This is an optimization exercise on Yosys and OpenROAD, whose aim is small area, not a production implementation.
In this exercise RTL edits were held to simulation tests only and were not proved equivalent to the original.
Power is estimated from default activity; no workload was simulated.

==> design/flow/design.v <==
`timescale 1ns / 1ps
module cache_controller (
    input clk,
    input reset,
    input read_en,
    input write_en,
    input [7:0] address,
    input [7:0] write_data,
    output [7:0] read_data,
    output reg hit,
    output reg mem_read_en,
    output reg mem_write_en,
    output reg [7:0] mem_address,
    output [7:0] mem_write_data,
    input      [7:0] mem_read_data
);
    reg [7:0] data0 [0:3];
    reg [7:0] data1 [0:3];
    reg [3:0] tag0  [0:3];
    reg [3:0] tag1  [0:3];
    reg [3:0] lru;    
    reg [3:0] v1;     
    wire [3:0] tag = address[7:4];
    wire [3:0] dec;
    cc_nor2  u_dec0 (.a(address[3]), .b(address[2]), .y(dec[0]));
    cc_andn2 u_dec1 (.a(address[2]), .bn(address[3]), .y(dec[1]));
    cc_andn2 u_dec2 (.a(address[3]), .bn(address[2]), .y(dec[2]));
    cc_and2  u_dec3 (.a(address[3]), .b(address[2]), .y(dec[3]));
    wire [3:0] t0, t1;
    wire lru_s, v1_s;
    genvar b;
    generate
        for (b = 0; b < 4; b = b + 1) begin : g_look
            cc_sel4 u_t0 (.s(dec), .d({tag0[3][b], tag0[2][b], tag0[1][b], tag0[0][b]}), .y(t0[b]));
            cc_sel4 u_t1 (.s(dec), .d({tag1[3][b], tag1[2][b], tag1[1][b], tag1[0][b]}), .y(t1[b]));
        end
    endgenerate
    cc_sel4 u_lru (.s(dec), .d(lru), .y(lru_s));
    cc_sel4 u_v1  (.s(dec), .d(v1),  .y(v1_s));
    wire [3:0] e0, e1;
    generate
        for (b = 0; b < 4; b = b + 1) begin : g_cmp
            cc_xnor2 u_e0 (.a(t0[b]), .b(tag[b]), .y(e0[b]));
            cc_xnor2 u_e1 (.a(t1[b]), .b(tag[b]), .y(e1[b]));
        end
    endgenerate
    wire ne0, ne1, nv0, m0, m1;
    cc_nand4 u_ne0 (.a(e0[0]), .b(e0[1]), .c(e0[2]), .d(e0[3]), .y(ne0));
    cc_nand4 u_ne1 (.a(e1[0]), .b(e1[1]), .c(e1[2]), .d(e1[3]), .y(ne1));
    cc_nor2  u_nv0 (.a(lru_s), .b(v1_s), .y(nv0));            
    cc_nor2  u_m0  (.a(ne0), .b(nv0), .y(m0));                
    cc_andn2 u_m1  (.a(v1_s), .bn(ne1), .y(m1));              
    wire m1_or_lru_n, way, nway;
    cc_nor2 u_w1 (.a(m1), .b(lru_s), .y(m1_or_lru_n));
    cc_nor2 u_w2 (.a(m0), .b(m1_or_lru_n), .y(way));
    cc_inv  u_w3 (.a(way), .y(nway));
    wire nany, nact, active, rd_miss, wr_only, hit_d, data_we, nreset;
    cc_nor2  u_nany (.a(m0), .b(m1), .y(nany));
    cc_nor2  u_nact (.a(read_en), .b(write_en), .y(nact));
    cc_inv   u_act  (.a(nact), .y(active));
    cc_and2  u_rmis (.a(read_en), .b(nany), .y(rd_miss));
    cc_andn2 u_wro  (.a(write_en), .bn(read_en), .y(wr_only));
    cc_nor3  u_hitd (.a(reset), .b(nact), .c(nany), .y(hit_d));
    cc_or2   u_dwe  (.a(rd_miss), .b(wr_only), .y(data_we));   
    cc_inv   u_nrst (.a(reset), .y(nreset));
    wire [3:0] we0, we1;
    generate
        for (b = 0; b < 4; b = b + 1) begin : g_we
            cc_and3 u_we0 (.a(dec[b]), .b(data_we), .c(nway), .y(we0[b]));
            cc_and3 u_we1 (.a(dec[b]), .b(data_we), .c(way), .y(we1[b]));
        end
    endgenerate
    wire act_nway, act_way;
    cc_nor3 u_anw (.a(nact), .b(reset), .c(way), .y(act_nway));    
    cc_nor3 u_aw  (.a(nact), .b(reset), .c(nway), .y(act_way));    
    wire [3:0] keep, lru_d, v1_d;
    generate
        for (b = 0; b < 4; b = b + 1) begin : g_state
            cc_a21oi u_keep (.a1(dec[b]), .a2(active), .b1(reset), .y(keep[b]));
            cc_a22o  u_lru  (.a1(lru[b]), .a2(keep[b]), .b1(dec[b]), .b2(act_nway), .y(lru_d[b]));
            cc_a22o  u_v1   (.a1(v1[b]), .a2(nreset), .b1(dec[b]), .b2(act_way), .y(v1_d[b]));
        end
    endgenerate
    wire [7:0] wdata;
    generate
        for (b = 0; b < 8; b = b + 1) begin : g_wd
            cc_mux2 u_wd (.a0(write_data[b]), .a1(mem_read_data[b]), .s(read_en), .y(wdata[b]));
        end
    endgenerate
    integer s;
    always @(posedge clk) begin
        lru <= lru_d;
        v1  <= v1_d;
        for (s = 0; s < 4; s = s + 1) begin
            if (we0[s]) begin
                data0[s] <= wdata;
                tag0[s]  <= tag;
            end
            if (we1[s]) begin
                data1[s] <= wdata;
                tag1[s]  <= tag;
            end
        end
        hit          <= hit_d;
        mem_read_en  <= rd_miss;
        mem_write_en <= wr_only;
        mem_address  <= address;
    end
    wire [3:0] odec  = 4'b0001 << mem_address[3:2];
    wire [3:0] osel0 = odec & lru;      
    wire [3:0] osel1 = odec & ~lru;
    wire [7:0] line;
    generate
        for (b = 0; b < 8; b = b + 1) begin : g_out
            wire ya, yb, yc;
            cc_aoi222 u_a (.a1(osel0[0]), .a2(data0[0][b]), .b1(osel0[1]), .b2(data0[1][b]),
                           .c1(osel0[2]), .c2(data0[2][b]), .y(ya));
            cc_aoi222 u_b (.a1(osel0[3]), .a2(data0[3][b]), .b1(osel1[0]), .b2(data1[0][b]),
                           .c1(osel1[1]), .c2(data1[1][b]), .y(yb));
            cc_aoi22  u_c (.a1(osel1[2]), .a2(data1[2][b]), .b1(osel1[3]), .b2(data1[3][b]), .y(yc));
            cc_nand3  u_q (.a(ya), .b(yb), .c(yc), .y(line[b]));
        end
    endgenerate
    assign read_data      = line;
    assign mem_write_data = line;
endmodule
module cc_inv   (input a, output y);                 assign y = ~a;              endmodule
module cc_and2  (input a, b, output y);              assign y = a & b;           endmodule
module cc_andn2 (input a, bn, output y);             assign y = a & ~bn;         endmodule
module cc_or2   (input a, b, output y);              assign y = a | b;           endmodule
module cc_nor2  (input a, b, output y);              assign y = ~(a | b);        endmodule
module cc_and3  (input a, b, c, output y);           assign y = a & b & c;       endmodule
module cc_nor3  (input a, b, c, output y);           assign y = ~(a | b | c);    endmodule
module cc_nand3 (input a, b, c, output y);           assign y = ~(a & b & c);    endmodule
module cc_nand4 (input a, b, c, d, output y);        assign y = ~(a & b & c & d); endmodule
module cc_xnor2 (input a, b, output y);              assign y = ~(a ^ b);        endmodule
module cc_mux2  (input a0, a1, s, output y);         assign y = s ? a1 : a0;     endmodule
module cc_a21oi (input a1, a2, b1, output y);        assign y = ~((a1 & a2) | b1); endmodule
module cc_a22o  (input a1, a2, b1, b2, output y);    assign y = (a1 & a2) | (b1 & b2); endmodule
module cc_aoi22 (input a1, a2, b1, b2, output y);    assign y = ~((a1 & a2) | (b1 & b2)); endmodule
module cc_aoi222 (input a1, a2, b1, b2, c1, c2, output y);
    assign y = ~((a1 & a2) | (b1 & b2) | (c1 & c2));
endmodule
module cc_sel4 (input [3:0] s, input [3:0] d, output y);
    wire y1, y2;
    cc_aoi22 u1 (.a1(s[0]), .a2(d[0]), .b1(s[1]), .b2(d[1]), .y(y1));
    cc_aoi22 u2 (.a1(s[2]), .a2(d[2]), .b1(s[3]), .b2(d[3]), .y(y2));
    assign y = ~(y1 & y2);
endmodule
==> design/flow/flow/run.sh <==
#!/bin/bash
# Standard ORFS layout (standard synthesis unchanged) with: synthesis buffers
# removed and gates downsized at floorplan, smaller port buffers, and a clock
# tree of small clock buffers without dummy loads; after the placement
# repair, cells are shrunk again where slew, capacitance and timing allow
# (recover.tcl).
set -euo pipefail
F=$(pwd)/flow
bash standard.sh \
  REMOVE_ABC_BUFFERS=1 \
  POST_FLOORPLAN_TCL=$F/downsize.tcl \
  POST_RESIZE_TCL=$F/recover.tcl \
  GPL_TIMING_DRIVEN=0 \
  BUFFER_PORTS_ARGS="-buffer_cell sky130_fd_sc_hd__buf_1" \
  CTS_ARGS="-sink_clustering_enable -repair_clock_nets -dont_use_dummy_load -buf_list {sky130_fd_sc_hd__clkbuf_4}" \
  finish > flow.log 2>&1
==> design/flow/flow/downsize.tcl <==
# Swap every combinational cell for the smallest-area cell with the same
# function (timing is repaired later by the standard repair steps).
sta::make_equiv_cells [lindex [get_libs *] 0]
set n 0
foreach inst [get_cells *] {
  set lc [get_lib_cells -of_objects $inst]
  set lname [get_name $lc]
  if {[regexp {__(.*df.*|dl.*|conb.*|tap.*|fill.*|decap.*)$} $lname]} { continue }
  set best $lc
  set best_area [get_property $lc area]
  set equiv [sta::find_equiv_cells $lc]
  foreach c $equiv {
    set name [get_name $c]
    if {[string match "*probe*" $name] || [string match "*lpflow*" $name] || [string match "*dly*" $name]} { continue }
    set a [get_property $c area]
    if {$a < $best_area - 1e-6} { set best $c; set best_area $a }
  }
  if {$best ne $lc} {
    replace_cell $inst $best
    incr n
  }
}
puts "downsize: replaced $n cells"
==> design/flow/flow/recover.tcl <==
# Area recovery: try each combinational cell in the smallest equivalent
# cell that keeps the design free of max-slew/max-capacitance violations
# and keeps setup and hold slack above a margin; otherwise leave it.
proc recover_ok {setup_min hold_min} {
  if {[sta::max_slew_violation_count] > 0} { return 0 }
  if {[sta::max_capacitance_violation_count] > 0} { return 0 }
  if {[sta::worst_slack_cmd max] < $setup_min * 1e-9} { return 0 }
  if {[sta::worst_slack_cmd min] < $hold_min * 1e-9} { return 0 }
  return 1
}
proc area_recover {setup_min hold_min} {
  sta::make_equiv_cells [lindex [get_libs *] 0]
  set saved 0.0
  set n 0
  set insts {}
  foreach inst [get_cells *] {
    set lc [get_lib_cells -of_objects $inst]
    if {$lc eq "" || $lc eq "NULL"} { continue }
    set lname [get_name $lc]
    if {[regexp {__(.*df.*|dl.*|conb.*|tap.*|fill.*|decap.*|clk.*)$} $lname]} { continue }
    lappend insts [list $inst [get_property $lc area]]
  }
  foreach e [lsort -real -decreasing -index 1 $insts] {
    lassign $e inst area
    set lc [get_lib_cells -of_objects $inst]
    set cands {}
    foreach c [sta::find_equiv_cells $lc] {
      set name [get_name $c]
      if {[string match "*probe*" $name] || [string match "*lpflow*" $name] || [string match "*dly*" $name]} { continue }
      set a [get_property $c area]
      if {$a < $area - 1e-6} { lappend cands [list $c $a] }
    }
    foreach ca [lsort -real -index 1 $cands] {
      lassign $ca c a
      replace_cell $inst $c
      if {[recover_ok $setup_min $hold_min]} {
        set saved [expr {$saved + $area - $a}]
        incr n
        break
      }
      replace_cell $inst $lc
    }
  }
  puts [format "area_recover: %d cells smaller, %.1f um2 saved" $n $saved]
}

area_recover 0.2 0.05
==> design/flow/standard.sh <==
#!/bin/bash
# synth_recipe.tcl (not shown) runs the flow's synth.tcl, then flattens the netlist and writes it again
# the make line also repeats each setting of config.mk as NAME=value (left out here)
make -C /OpenROAD-flow-scripts/flow DESIGN_CONFIG=/design/flow/config.mk WORK_HOME=/design/flow/orfs CLKGATE_MAP_FILE= SYNTH_SCRIPT=/design/flow/synth_recipe.tcl "${@:-finish}"
==> design/flow/config.mk <==
export PLATFORM = sky130hd
export DESIGN_NAME = cache_controller
export DESIGN_NICKNAME = cache_controller
export VERILOG_FILES = /design/flow/design.v
export SDC_FILE = /design/flow/constraint.sdc
export NUM_CORES = 4
export LEC_CHECK = 0
export CAP_MARGIN = 0
export CORE_MARGIN = 2
export CORE_UTILIZATION = 65
export PLACE_DENSITY = 0.75
export SLEW_MARGIN = 0
export SYNTH_HIERARCHICAL = 1
export SYNTH_MINIMUM_KEEP_SIZE = 0
==> design/flow/constraint.sdc <==
create_clock -name core_clock -period 5.0 [get_ports {clk}]
set_input_delay 1.0000 -clock core_clock [delete_from_list [all_inputs] [get_ports {clk}]]
set_output_delay 1.0000 -clock core_clock [all_outputs]
set_load 0.01 [all_outputs]
==> reports/qor.yml <==
run_status:
  outcome: "complete, no violations"
global_routing:
  grt_max_degree: 17
  antenna_found_initial: 0
  grt_pass1_vias: 2287
  overflow: 0
  grt_pass1_wl_mm: 12.3
  grt_use_total_pct: 23.5
  met3_usage_pct: 7.77
  gr-usage-met1_pct: 34.7
  grt_util_met2_pct: 33.1
  grt_busiest_layer: "met1"
layout:
  num-nets-final: 344
  final_cells: 394
  layout-drive-gt1-share_pct: 5.73
  area_growth_pct: 3.13
  insertedDiodeCount: 0
  final_cell_area_sq_um: 4620
clock_network:
  cts_hold_buf: 0
  clk_pin_slew_ps: 70
  tritoncts: "built"
  postCtsSetupRepairBufs: 0
  cts_root_buf: "clkbuf_4"
  numCtsBuffers: 17
  clockBufferDepth: 2
  cts.sinks: 115
  cts.repair.resized: 0
  cts_htree_levels: 4
  clk_latency_ps: 500
timing:
  min_period_ps: 3850
  hold_viol_final: 0
  rsz0062_at_grt: "false"
  clock-skew-final_ps: 50.0
  fmax_mhz: 260
  finalCritPeriodShare_pct: 76.9
  setup_viol: 0
  tightestPinTransition_ps: 1260
  maxSlewViolCount: 0
  setup_tns_ps: 0
  timing.hold.ws_ps: 493
  worst_slack_ps: 1150
  relSlewSlack_pct: 16.0
synthesis:
  synth_flop_cell: "edfxtp_1"
  synth.ff_latch_count: 115
  synth-compound-area-share_pct: 13.8
  yosys-top-cells-count: "edfxtp_1, a22oi_2, dfxtp_1, a222oi_1, nand2_1"
  synth_cell_types: 23
  syn_avg_cell_area_sq_um: 17.8
  synth_seq_area_share_pct: 72.9
  synthXorXnorAreaFrac_pct: 1.57
  synthSimpleGateAreaFrac_pct: 7.49
  synthAdderAreaFrac_pct: 0
  yosysWarnings: 15
  synthesis.area_sq_um: 4480
  syn_inst: 251
  synthArstFlopShare_pct: 0
  synth_top_family_by_area: "compound AO/OA/AOI/OAI gates"
  synth_top_area_share_pct: 64.4
  yosys.area.top_type: "edfxtp_1"
  synth_edf_count: 96
  synth_mux_area_share_pct: 2.68
  yosysMostFrequentCell: "edfxtp_1"
  synth_top_cells_by_area: "edfxtp_1, dfxtp_1, a22oi_2, a222oi_1, mux2_4"
power_and_ir_drop:
  p_per_area_nw_per_um2: 354
  leakagePower_nw: 1.53
  ir_drop_v: 0.000208
worst_setup_path:
  crit_required_ps: 5090
  crit_fanout: 15
  crit_chain: "buf_1, nor2b_1, a22oi_1, nand2_1, xnor2_1, nand4_1, nor2b_1, nor2_1, and2_1, or2_1, and3_1"
  max_stage_delay_ps: 910
  crit_top_cell: "nor2b_1"
  critPathLaunch: "address[3]"
  cp.arrival_ps: 3930
  critical_path.top_delay_family: "simple AND/OR/NAND/NOR gates"
  endpoint_kind: "flop"
  startpoint_type: "primary input"
  crit_slowest_cell: "nor2b_1"
  crit_buf_inv: 1
  worstSetupPathType: "primary input to flop"
  r2r-start: "tag1[2][3]"
place:
  dpl.cell_count: 377
  port_buffers: 54
  dp_hpwl_mm: 4.86
  gp_congestion: 0.746
  place_area_sq_um: 4480
  place_ws_ps: 713
min_path:
  min-delay-path-class: "flop to flop"
  hp-start: "v1[2]"
die:
  core_area_sq_um: 6720
  die_width_um: 87.0
  row_count: 30
  die_h_um: 87.0
  die_area_sq_um: 7570
  start_util_pct: 66.6
  pin_count: 55
route:
  ant_nets: 0
  routedWlPerCell_um: 20.4
  drc: 0
  drtIter0Drc: 323
  wirelength_mm: 8.03
  vias: 2490
  firstDrtPassIters: 5
  vias_per_cell: 6.32
job:
  max_cap_viol_count: 0
through the flow:
stage | power [mW] | utilization [%]
6_report | 1.63 | 68.7
4_1_cts | 1.65 | 68.6
2_1_floorplan | 1.21 | -
5_1_grt | 1.70 | 68.7
3_3_place_gp | 1.24 | 66.7
3_5_place_dp | 1.24 | 66.7
cell type report:
class | instances | area, sq um
Clock buffer | 17 | 128
Fill cell | 462 | 2100
Inverter | 3 | 11.3
Multi-Input combinational cell | 125 | 911
Sequential cell | 115 | 3260
Tap cell | 80 | 100
Timing Repair Buffer | 54 | 203
power by group:
group          total (mW)  switching (mW)  internal (mW)  leakage, nW
sequential           1.09          0.0107           1.08         1.03
clock               0.409           0.254          0.155       0.0782
combinational       0.136          0.0920         0.0442        0.416
per-layer routing:
layer  vias up  part of all wire (%)
li1       1153                     -
met1      1192                    44
met2       136                    46
met3         9                   8.9
met4         0                   1.1
met5         -                     0
per-module statistics from Yosys, one instance, submodules excluded, excerpt:
module,flip-flops and latches,copies in the design
cc_and3,0,8
cc_nand3,0,8
cc_a21oi,0,4
cc_sel4,0,10
cc_mux2,0,8
cache_controller,115,1
cc_and2,0,2
cc_aoi222,0,16
cc_xnor2,0,8
cc_aoi22,0,28
state kept, by name (all words and copies together) (netlist names):
signal / cells
mem_write_en: 1
lru: 4
hit: 1
tag1: 16
data0: 32
tag0: 16
v1: 4
mem_read_en: 1
data1: 32
mem_address: 8
worst paths after layout:
| path | to | slack (ps) | cells past startpoint |
|---|---|---|---|
| worst min-delay path | v1[2] | 490 | 1 |
| worst max register to register | data1[2][5] | 2340 | 9 |
| worst min register to register | v1[2] | 490 | 1 |
| worst max-delay path | data1[2][5] | 1150 | 11 |
cells by family (layout without fill, tap and decap cells):
| logic type | count (synthesis) | after routing |
|---|---|---|
| flops | 115 | 115 |
| compound gates | 56 | 56 |
| simple gates | 53 | 53 |
| buf+inv | 11 | 74 |
| xor+xnor | 8 | 8 |
| mux | 8 | 8 |
layout by cell type (no fill, tap or decap):
cell / instances
a21oi_1: 4
inv_1: 3
a22o_1: 8
a22oi_1: 28
nor3b_1: 2
mux2_1: 8
nand2_1: 10
buf_1: 54
dfxtp_1: 19
nor2b_1: 4
nand3_1: 8
and3b_1: 3
and3_1: 9
nor3_1: 4
or2_1: 1
edfxtp_1: 96
nand4_1: 2
nor3b_2: 1
xnor2_1: 8
nor2_1: 7
and2_1: 2
clkbuf_4: 17
a222oi_1: 16

-- what the ideal ports hide --
No port has a modelled driver above. Below, the same layout with a new extraction and two added sets of constraints.
Step 1, drivers: a clkbuf_16 drives clk and a buf_2 each remaining input, both assumed.
Step 2, shift: input delay + t, output delay - t, t = (earliest + latest rising clock arrival at the registers) / 2. This alone moves slack from input paths to output paths.
Three values: no drivers, after step 1, after step 2; two values: the first two.
t, ns: 0.506
slack for setup (ns): 1.153 / 1.156 / 0.650
latest minus earliest clock arrival (ns): 0.050 / 0.050
slew at the worst register clock pin (ns): 0.12 / 0.12
worst data-port slew with drivers (ns): 0.03
After both steps this run still meets setup and hold. For this run, drivers alone change the setup slack by +0.003 ns; drivers and shift together by -0.503 ns.
